Source: an optimization exercise on an open RTL-to-GDS flow (aim: small area, a short achievable clock period and few clock cycles per item). Production flows keep margins and buffers that such runs may drop. Where RTL was checked, it was by simulation tests only, not by an equivalence proof against the original. No driver is modelled on the clock port, so clocking that relies on it looks cheaper here than on a real chip.

## v6
Design atan, start of the top module:
module atan
(
    input                       clk         ,
    input                       rst_n       ,
    input                       trig        ,
    output                      vld         ,
    input       signed  [16:0]  para_in     ,
    output      signed  [11:0]  atany
);
For scale: about 1,000 cells after synthesis, roughly 33 I/O pins.
clock: 6.0 ns
lec_check: 0
abc_area: 1
cap_margin: 20
core_margin: 2
core_utilization: 55
setup_slack_margin: 3
slew_margin: 20
standard.sh (not shown) runs the stock make flow with config.mk's settings and CLKGATE_MAP_FILE= SYNTH_SCRIPT=/design/flow/synth_recipe.tcl, a recipe that flattens the netlist after the stock synthesis.
==> flow/flow/run.sh <==
#!/bin/bash
# Own layout flow: the standard flow (standard.sh, ORFS) with one change:
# the port buffers are the smallest buffer cell (every port still gets one).
# The make run writes its full output to a log of its own in this folder.
set -euo pipefail
here=$(pwd)
bash standard.sh \
  "BUFFER_PORTS_ARGS=-buffer_cell sky130_fd_sc_hd__buf_1" \
  finish > "$here/flow_make.log" 2>&1
v6 completed end to end with timing, DRC and antenna clean.
Testbench counts of v6, summed over its fixed seeds: cycles 24,008, items 2,400.
What v7 does differently from v6 at the input level:
# v6
export LEC_CHECK = 0
export ABC_AREA = 1
export CAP_MARGIN = 20
export CORE_MARGIN = 2
export CORE_UTILIZATION = 55
export SETUP_SLACK_MARGIN = 3
export SLEW_MARGIN = 20
create_clock -name core_clock -period 6.0 [get_ports {clk}]
# v7
export LEC_CHECK = 0
export ABC_AREA = 1
export CAP_MARGIN = 20
export CORE_MARGIN = 2
export CORE_UTILIZATION = 40
export SETUP_SLACK_MARGIN = 3
export SLEW_MARGIN = 20
create_clock -name core_clock -period 6.0 [get_ports {clk}]
--- outcome ---
- Against v6, v7 reports a via density per instance that is lower.
- Between v6 and v7, the final standard cell count with taps included and fillers excluded is lower for v6.
- Going from v6 to v7, minimum hold slack fell 28 ps, buffering stage count on the worst path with inverters included rose 1, die outline width rose 17%.
- Looking at the reports, v7 completed the entire flow and the layout it produced met the timing, design-rule and antenna checks.
- Of v6 and v7, the lower utilization after layout belongs to v7.
- Die size: v7 exceeds v6
- Compared with v6, the detailed router inserted more vias in v7.


Another version of the RTL of atan (not shown whole).
Size: ~780 cells after synthesis, about 57 flip-flops, ~33 I/O pins, roughly 5900 um2 of cells after synthesis.
Settings: LEC_CHECK=0, CAP_MARGIN=20, CORE_MARGIN=2, CORE_UTILIZATION=40, SLEW_MARGIN=20; clock period 6.0 ns.
run.sh (not shown) runs the stock make flow with config.mk's settings and CLKGATE_MAP_FILE= SYNTH_SCRIPT=/design/flow/synth_recipe.tcl, a recipe that flattens the netlist after the stock synthesis.
Stock flow here: none of the scripts above is used.
The baseline went through all stages and came out clean.
Testbench counts at the start, summed over its fixed seeds: cycles 21,608, items 2,400.
==> next run, changes <==
Settings changed: SETUP_SLACK_MARGIN from default to 3.
What happened: Wire length increases by 13%; setup slack improved by 0.89 ns; fmax went up by about 22%; final cell count came out higher by about 7%; count of clock-buffer cells in the layout fell by 3; utilization rose by 8.5 points; non-clock buffer count rose by 71; cell area climbs by about 18%.


atan, a different RTL version from the one above (not shown whole).
Size: about 1,000 cells after synthesis, ~33 I/O pins.
clock: 6.0 ns
lec_check: 0
abc_area: 1
cap_margin: 20
core_margin: 2
core_utilization: 40
setup_slack_margin: 3
slew_margin: 20
Change:
==> flow/flow/run.sh (new file) <==
#!/bin/bash
# Own layout flow: the standard flow (standard.sh, ORFS) with one change:
# the port buffers are the smallest buffer cell (every port still gets one).
# The make run writes its full output to a log of its own in this folder.
set -euo pipefail
here=$(pwd)
bash standard.sh \
  "BUFFER_PORTS_ARGS=-buffer_cell sky130_fd_sc_hd__buf_1" \
  finish > "$here/flow_make.log" 2>&1
==> flow/standard.sh (new file) <==
#!/bin/bash
# synth_recipe.tcl (not shown) runs the flow's synth.tcl, then flattens the netlist and writes it again
# the make line also repeats each setting of config.mk as NAME=value (left out here)
make -C /OpenROAD-flow-scripts/flow DESIGN_CONFIG=/design/flow/config.mk WORK_HOME=/design/flow/orfs CLKGATE_MAP_FILE= SYNTH_SCRIPT=/design/flow/synth_recipe.tcl "${@:-finish}"
--- a/flow/config.mk
+++ b/flow/config.mk
@@ -11 +11 @@
-export CORE_UTILIZATION = 40
+export CORE_UTILIZATION = 50
removed: flow/run.sh
Effect:
- worst hold slack gets better by 0.014 ns
- core utilization came out higher by 13 points
- global-route usage came out higher by 7.1 points
- non-clock buffer count came out higher by 7
- design area stays flat
- synthesized area stays the same
- critical path depth came out lower by 6
- via count came out higher by 2.2%
No functional check of the RTL was part of any run of this note.


atan with an RTL version that a note above also has.
For scale: about 58 flip-flops, roughly 33 I/O pins, roughly 5900 sq um of cells after synthesis.
make LEC_CHECK=0 CAP_MARGIN=20 CORE_MARGIN=2 CORE_UTILIZATION=40 SETUP_SLACK_MARGIN=4 SLEW_MARGIN=20 finish   # period 6.0 ns
Stock flow here: none of the scripts above is used.
The baseline ran to the end with no violations.
Testbench counts at the start, summed over its fixed seeds: cycles 24,008, items 2,400.
Rerun with:
==> flow/flow/run.sh (new file) <==
#!/bin/bash
# Own layout flow: the standard flow (standard.sh, ORFS) with one change:
# the port buffers are the smallest buffer cell (every port still gets one).
# The make run writes its full output to a log of its own in this folder.
set -euo pipefail
here=$(pwd)
bash standard.sh \
  "BUFFER_PORTS_ARGS=-buffer_cell sky130_fd_sc_hd__buf_1" \
  finish > "$here/flow_make.log" 2>&1
==> flow/standard.sh (new file) <==
#!/bin/bash
# synth_recipe.tcl (not shown) runs the flow's synth.tcl, then flattens the netlist and writes it again
# the make line also repeats each setting of config.mk as NAME=value (left out here)
make -C /OpenROAD-flow-scripts/flow DESIGN_CONFIG=/design/flow/config.mk WORK_HOME=/design/flow/orfs CLKGATE_MAP_FILE= SYNTH_SCRIPT=/design/flow/synth_recipe.tcl "${@:-finish}"
Settings changed: ABC_AREA from default to 1, CORE_UTILIZATION 40 to 50, CTS_BUF_LIST from default to sky130_fd_sc_hd__clkbuf_4, SETUP_SLACK_MARGIN 4 to 3.
removed: flow/run.sh
Result: The new run completed without violations; sequential cell count is unchanged; count of clock-buffer cells in the layout decreases by 3; worst hold slack got worse by 0.0077 ns; wire length went down by roughly a tenth.
Rerun with:
Settings changed: CORE_UTILIZATION 50 to 40.
Outcome:
- clock skew came out lower by 0.0035 ns
- critical path depth is higher by 1
- core utilization goes down by 11 points
- setup slack gets worse by 0.072 ns
- fmax decreases by a few percent
- global-route usage falls by 5.5 points
- wire length rises by a few percent
- non-clock buffer count rose by 10
- synthesized cell count does not change
Rerun with:
==> flow/run.sh (new file) <==
#!/bin/bash
# synth_recipe.tcl (not shown) runs the flow's synth.tcl, then flattens the netlist and writes it again
# the make line also repeats each setting of config.mk as NAME=value (left out here)
make -C /OpenROAD-flow-scripts/flow DESIGN_CONFIG=/design/flow/config.mk WORK_HOME=/design/flow/orfs CLKGATE_MAP_FILE= SYNTH_SCRIPT=/design/flow/synth_recipe.tcl finish
Settings changed: CTS_BUF_LIST sky130_fd_sc_hd__clkbuf_4 to default, SETUP_SLACK_MARGIN 3 to 3.5.
removed: flow/flow/run.sh
removed: flow/standard.sh
Cell area went up by 25%. Wire length is higher by 13%. Final cell count goes up by 5.4%. Global-route usage went up by 2.5 points. First-iteration DRC count increases by 45%. Synthesized area stays the same. Worst setup slack is better by 0.067 ns. Non-clock buffer count rises by 67. Count of clock-buffer cells in the layout climbs by 1. Sequential share of layout area decreases by 3.2 points.
Rerun with:
==> flow/flow/run.sh (new file) <==
#!/bin/bash
# Own layout flow: the standard flow (standard.sh, ORFS) with two changes:
#  - the port buffers are the smallest buffer cell (every port still gets one);
#  - after the clock tree step's timing repair, cells on paths with slack are
#    sized down again (repair_timing -recover_power), keeping the setup margin.
# Each make run writes its full output to a log of its own in this folder.
set -euo pipefail
here=$(pwd)
bash standard.sh \
  "BUFFER_PORTS_ARGS=-buffer_cell sky130_fd_sc_hd__buf_1" \
  "POST_CTS_TCL=$here/flow/post_cts.tcl" \
  finish > "$here/flow_make.log" 2>&1
==> flow/flow/post_cts.tcl (new file) <==
# Size down cells on paths that have slack to spare (area recovery), then
# legalize again.
log_cmd repair_timing -recover_power 100 -setup_margin $::env(SETUP_SLACK_MARGIN) -verbose
detailed_placement
==> flow/standard.sh (new file) <==
#!/bin/bash
# synth_recipe.tcl (not shown) runs the flow's synth.tcl, then flattens the netlist and writes it again
# the make line also repeats each setting of config.mk as NAME=value (left out here)
make -C /OpenROAD-flow-scripts/flow DESIGN_CONFIG=/design/flow/config.mk WORK_HOME=/design/flow/orfs CLKGATE_MAP_FILE= SYNTH_SCRIPT=/design/flow/synth_recipe.tcl "${@:-finish}"
Settings changed: SETUP_SLACK_MARGIN 3.5 to 3.
removed: flow/run.sh
Effect: The changed run produced a clean layout. Cell area drops by about a fifth. Count of clock-buffer cells in the layout is higher by 1. First-iteration DRC count decreases by a quarter to a third. Utilization decreases by 12 points.


Setup of v20:
Starting RTL as in the previous note.
## atan
module atan
(
    input                       clk         ,
    input                       rst_n       ,
    input                       trig        ,
    output                      vld         ,
    input       signed  [16:0]  para_in     ,
    output      signed  [11:0]  atany
);
Settings: LEC_CHECK=0, CAP_MARGIN=20, CORE_MARGIN=2, CORE_UTILIZATION=40, SETUP_SLACK_MARGIN=3, SLEW_MARGIN=20, TNS_END_PERCENT=100; clock period 6.0 ns.
Stock flow here: none of the scripts above is used.
Testbench counts of v20, summed over its fixed seeds: cycles 24,008, items 2,400.
Inputs modified between v20 and v59:
# v20
export LEC_CHECK = 0
export CAP_MARGIN = 20
export CORE_MARGIN = 2
export CORE_UTILIZATION = 40
export SETUP_SLACK_MARGIN = 3
export SLEW_MARGIN = 20
export TNS_END_PERCENT = 100
create_clock -name core_clock -period 6.0 [get_ports {clk}]
# v59
export LEC_CHECK = 0
export ABC_AREA = 1
export CAP_MARGIN = 20
export CORE_MARGIN = 2
export CORE_UTILIZATION = 40
export SETUP_SLACK_MARGIN = 3.2
export SLEW_MARGIN = 20
create_clock -name core_clock -period 6.0 [get_ports {clk}]
==> flow/flow/run.sh (new file) <==
#!/bin/bash
# Own layout flow: the standard flow (standard.sh, ORFS) with one change:
# the port buffers are the smallest buffer cell (every port still gets one).
# The make run writes its full output to a log of its own in this folder.
set -euo pipefail
here=$(pwd)
bash standard.sh \
  "BUFFER_PORTS_ARGS=-buffer_cell sky130_fd_sc_hd__buf_1" \
  finish > "$here/flow_make.log" 2>&1
==> flow/standard.sh (new file) <==
#!/bin/bash
# synth_recipe.tcl (not shown) runs the flow's synth.tcl, then flattens the netlist and writes it again
# the make line also repeats each setting of config.mk as NAME=value (left out here)
make -C /OpenROAD-flow-scripts/flow DESIGN_CONFIG=/design/flow/config.mk WORK_HOME=/design/flow/orfs CLKGATE_MAP_FILE= SYNTH_SCRIPT=/design/flow/synth_recipe.tcl "${@:-finish}"
removed: flow/run.sh
Notes after the runs:
- Across v59 and v20, none had a timing, DRC or antenna violation.
- Looking at post-route fraction of the period consumed by the critical path, v59 sits 3.1 points lower than v20 does.
- simple AND/OR/NAND/NOR gates as the largest family of logic cells by synthesized area was reported by v59, and compound AO/OA/AOI/OAI gates by v20.
- v59 ended with more wire length on met1 than v20.
Edits applied to the flow inputs when going from v59 to v9:
# v59
export LEC_CHECK = 0
export ABC_AREA = 1
export CAP_MARGIN = 20
export CORE_MARGIN = 2
export CORE_UTILIZATION = 40
export SETUP_SLACK_MARGIN = 3.2
export SLEW_MARGIN = 20
create_clock -name core_clock -period 6.0 [get_ports {clk}]
# v9
export LEC_CHECK = 0
export ABC_AREA = 1
export CAP_MARGIN = 20
export CORE_MARGIN = 2
export CORE_UTILIZATION = 50
export SETUP_SLACK_MARGIN = 3
export SLEW_MARGIN = 20
create_clock -name core_clock -period 6.0 [get_ports {clk}]
- v9 against v59: clock period minus worst slack comparable.
- Compared with v59, v9 shows routed length on met1 that has gone up slightly.
- Wire length of the first global-routing pass in v9 is about 4.5% lower than in v59
- The lower worst hold slack of v59 and v9 is in v59.
- Relative to v59, the non-filler instance count after layout measured on v9 has decreased by a few percent.
- STATUS final non-filler cell area: v9 wins against v59
- The run showing the greater met1 track utilization from global routing is v9.
- Re cell area after placement: v9 is 25 um2 down on v59.
- | worst setup slack | v9 vs v59 | ≈ equal |
The following lists how v26 was set up differently from v9:
# v9
export LEC_CHECK = 0
export ABC_AREA = 1
export CAP_MARGIN = 20
export CORE_MARGIN = 2
export CORE_UTILIZATION = 50
export SETUP_SLACK_MARGIN = 3
export SLEW_MARGIN = 20
create_clock -name core_clock -period 6.0 [get_ports {clk}]
# v26
export LEC_CHECK = 0
export ABC_AREA = 1
export CAP_MARGIN = 20
export CORE_MARGIN = 2
export CORE_UTILIZATION = 40
export SETUP_SLACK_MARGIN = 2.5
export SLEW_MARGIN = 20
create_clock -name core_clock -period 6.0 [get_ports {clk}]
==> flow/run.sh (new file) <==
#!/bin/bash
# synth_recipe.tcl (not shown) runs the flow's synth.tcl, then flattens the netlist and writes it again
# the make line also repeats each setting of config.mk as NAME=value (left out here)
make -C /OpenROAD-flow-scripts/flow DESIGN_CONFIG=/design/flow/config.mk WORK_HOME=/design/flow/orfs CLKGATE_MAP_FILE= SYNTH_SCRIPT=/design/flow/synth_recipe.tcl finish
removed: flow/flow/run.sh
removed: flow/standard.sh
==> comparison <==
Going from v9 to v26, global routing usage on met3 saw little to no change, standard cell core area saw an increase, share of the cycle needed by the critical path after routing saw an increase, share of cell area taken by flip-flops and latches saw a decrease. v26 reports its origin of the worst setup path as trig while v9 reports z[19]$_DFF_P_. Delta (v26 minus v9): area added between synthesis and finish increased 1.0 points, area after detailed placement up 3.5%.
Setup changes, v26 to v48
# v26
export LEC_CHECK = 0
export ABC_AREA = 1
export CAP_MARGIN = 20
export CORE_MARGIN = 2
export CORE_UTILIZATION = 40
export SETUP_SLACK_MARGIN = 2.5
export SLEW_MARGIN = 20
create_clock -name core_clock -period 6.0 [get_ports {clk}]
# v48
export LEC_CHECK = 0
export ABC_AREA = 1
export CAP_MARGIN = 20
export CORE_MARGIN = 2
export CORE_UTILIZATION = 40
export CTS_BUF_LIST = sky130_fd_sc_hd__clkbuf_2 sky130_fd_sc_hd__clkbuf_4
export SETUP_SLACK_MARGIN = 3
export SLEW_MARGIN = 20
create_clock -name core_clock -period 6.0 [get_ports {clk}]
Notes after the runs:
- v48: no failed stages, no open violations at the end
- v48 against v26: number of standard-cell rows in the floorplan held steady.
- v48 vs v26, instance count: v48 higher
- Relative to v26, the footprint of the multi-input gates of v48 is higher by 3.9%.
- The capturing element of the worst setup path comes out atany[9] in one run and z[13]$_DFF_P_ in the other, namely in v48 and v26 respectively.
Relative to v48, the following input files were edited for v23:
# v48
export LEC_CHECK = 0
export ABC_AREA = 1
export CAP_MARGIN = 20
export CORE_MARGIN = 2
export CORE_UTILIZATION = 40
export CTS_BUF_LIST = sky130_fd_sc_hd__clkbuf_2 sky130_fd_sc_hd__clkbuf_4
export SETUP_SLACK_MARGIN = 3
export SLEW_MARGIN = 20
create_clock -name core_clock -period 6.0 [get_ports {clk}]
# v23
export LEC_CHECK = 0
export CAP_MARGIN = 20
export CORE_MARGIN = 2
export CORE_UTILIZATION = 40
export SETUP_SLACK_MARGIN = 3
export SLEW_MARGIN = 20
create_clock -name core_clock -period 6.0 [get_ports {clk}]
Measured against v48, the non-clock buffer count of v23 comes out at 1.6 times the reference value.
Hold slack: v23 better than v48
v48 → v23: area added between synthesis and finish went up by 12 points; clock-buffer cell count +3.
v23 | status: complete | timing, DRC, antenna: pass
Diff v23 and v48: synthesized area higher in v48
The run showing the smaller multi-input gate share of total cell area is v48.
v23 vs. v48: insertion delay of the later-clocked pin in the worst-skew pair down 0.10 ns.
On die area: between v23 and v48, it ends up higher for v48.
Utilization v48 -> v23: up

==> separate check: timing with driven ports <==
The results above use ideal ports. As a check the final layouts listed here were re-extracted and re-timed, cells and wires unchanged. Step 1 assumes that a clkbuf_16 drives the clock port and a buf_2 every other input. Step 2 times the ports against the registers' clock, not the clock port: input delays grow and output delays shrink by t, the midpoint of the rising clock arrivals with the driver on. Slacks: no drivers / after step 1 / after step 2; pairs: no drivers / after step 1.
run	t, ns	setup WS [ns]	hold slack, ns	clock arrival spread, ns	worst slew at a driven data input, ns
v6	0.380	3.075 / 3.037 / 2.823	0.484 / 0.484 / 0.484	0.007 / 0.007	0.03
v7	0.381	3.115 / 3.078 / 2.761	0.455 / 0.455 / 0.455	0.008 / 0.009	0.04
the first run of note 2	0.381	1.159 / 1.120 / 1.275	0.488 / 0.488 / 0.488	0.006 / 0.006	0.03
the second run of note 2	0.378	2.046 / 2.002 / 2.314	0.496 / 0.496 / 0.496	0.007 / 0.006	0.03
the first run of note 3	0.391	3.027 / 3.018 / 2.830	0.467 / 0.467 / 0.467	0.011 / 0.012	0.03
the second run of note 3	0.389	2.934 / 2.893 / 2.816	0.481 / 0.481 / 0.481	0.010 / 0.010	0.03
the first run of note 4	0.383	2.817 / 2.817 / 2.753	0.476 / 0.476 / 0.476	0.014 / 0.013	0.03
the second run of note 4	0.488	3.094 / 3.058 / 2.707	0.468 / 0.468 / 0.468	0.020 / 0.019	0.04
the third run of note 4	0.477	3.022 / 2.987 / 2.647	0.463 / 0.463 / 0.463	0.016 / 0.016	0.04
the fourth run of note 4	0.385	3.089 / 3.051 / 2.884	0.460 / 0.460 / 0.460	0.012 / 0.012	0.03
the fifth run of note 4	0.382	3.104 / 3.060 / 2.762	0.455 / 0.455 / 0.455	0.011 / 0.011	0.04
v20	0.386	2.908 / 2.908 / 2.603	0.482 / 0.482 / 0.482	0.006 / 0.006	0.04
v59	0.384	3.093 / 3.047 / 2.946	0.455 / 0.455 / 0.455	0.009 / 0.009	0.03
v9	0.384	3.094 / 3.052 / 2.970	0.463 / 0.463 / 0.463	0.009 / 0.009	0.04
v26	0.381	2.679 / 2.651 / 2.317	0.452 / 0.452 / 0.452	0.010 / 0.010	0.03
v48	0.480	3.096 / 3.061 / 2.748	0.457 / 0.457 / 0.457	0.018 / 0.018	0.03
v23	0.386	2.908 / 2.908 / 2.603	0.482 / 0.482 / 0.482	0.006 / 0.006	0.04
After both steps setup and hold are still met in every run listed. The setup slack of the second run of note 4, which loses most, moves by -0.036 ns with the drivers and by -0.387 ns with both steps.
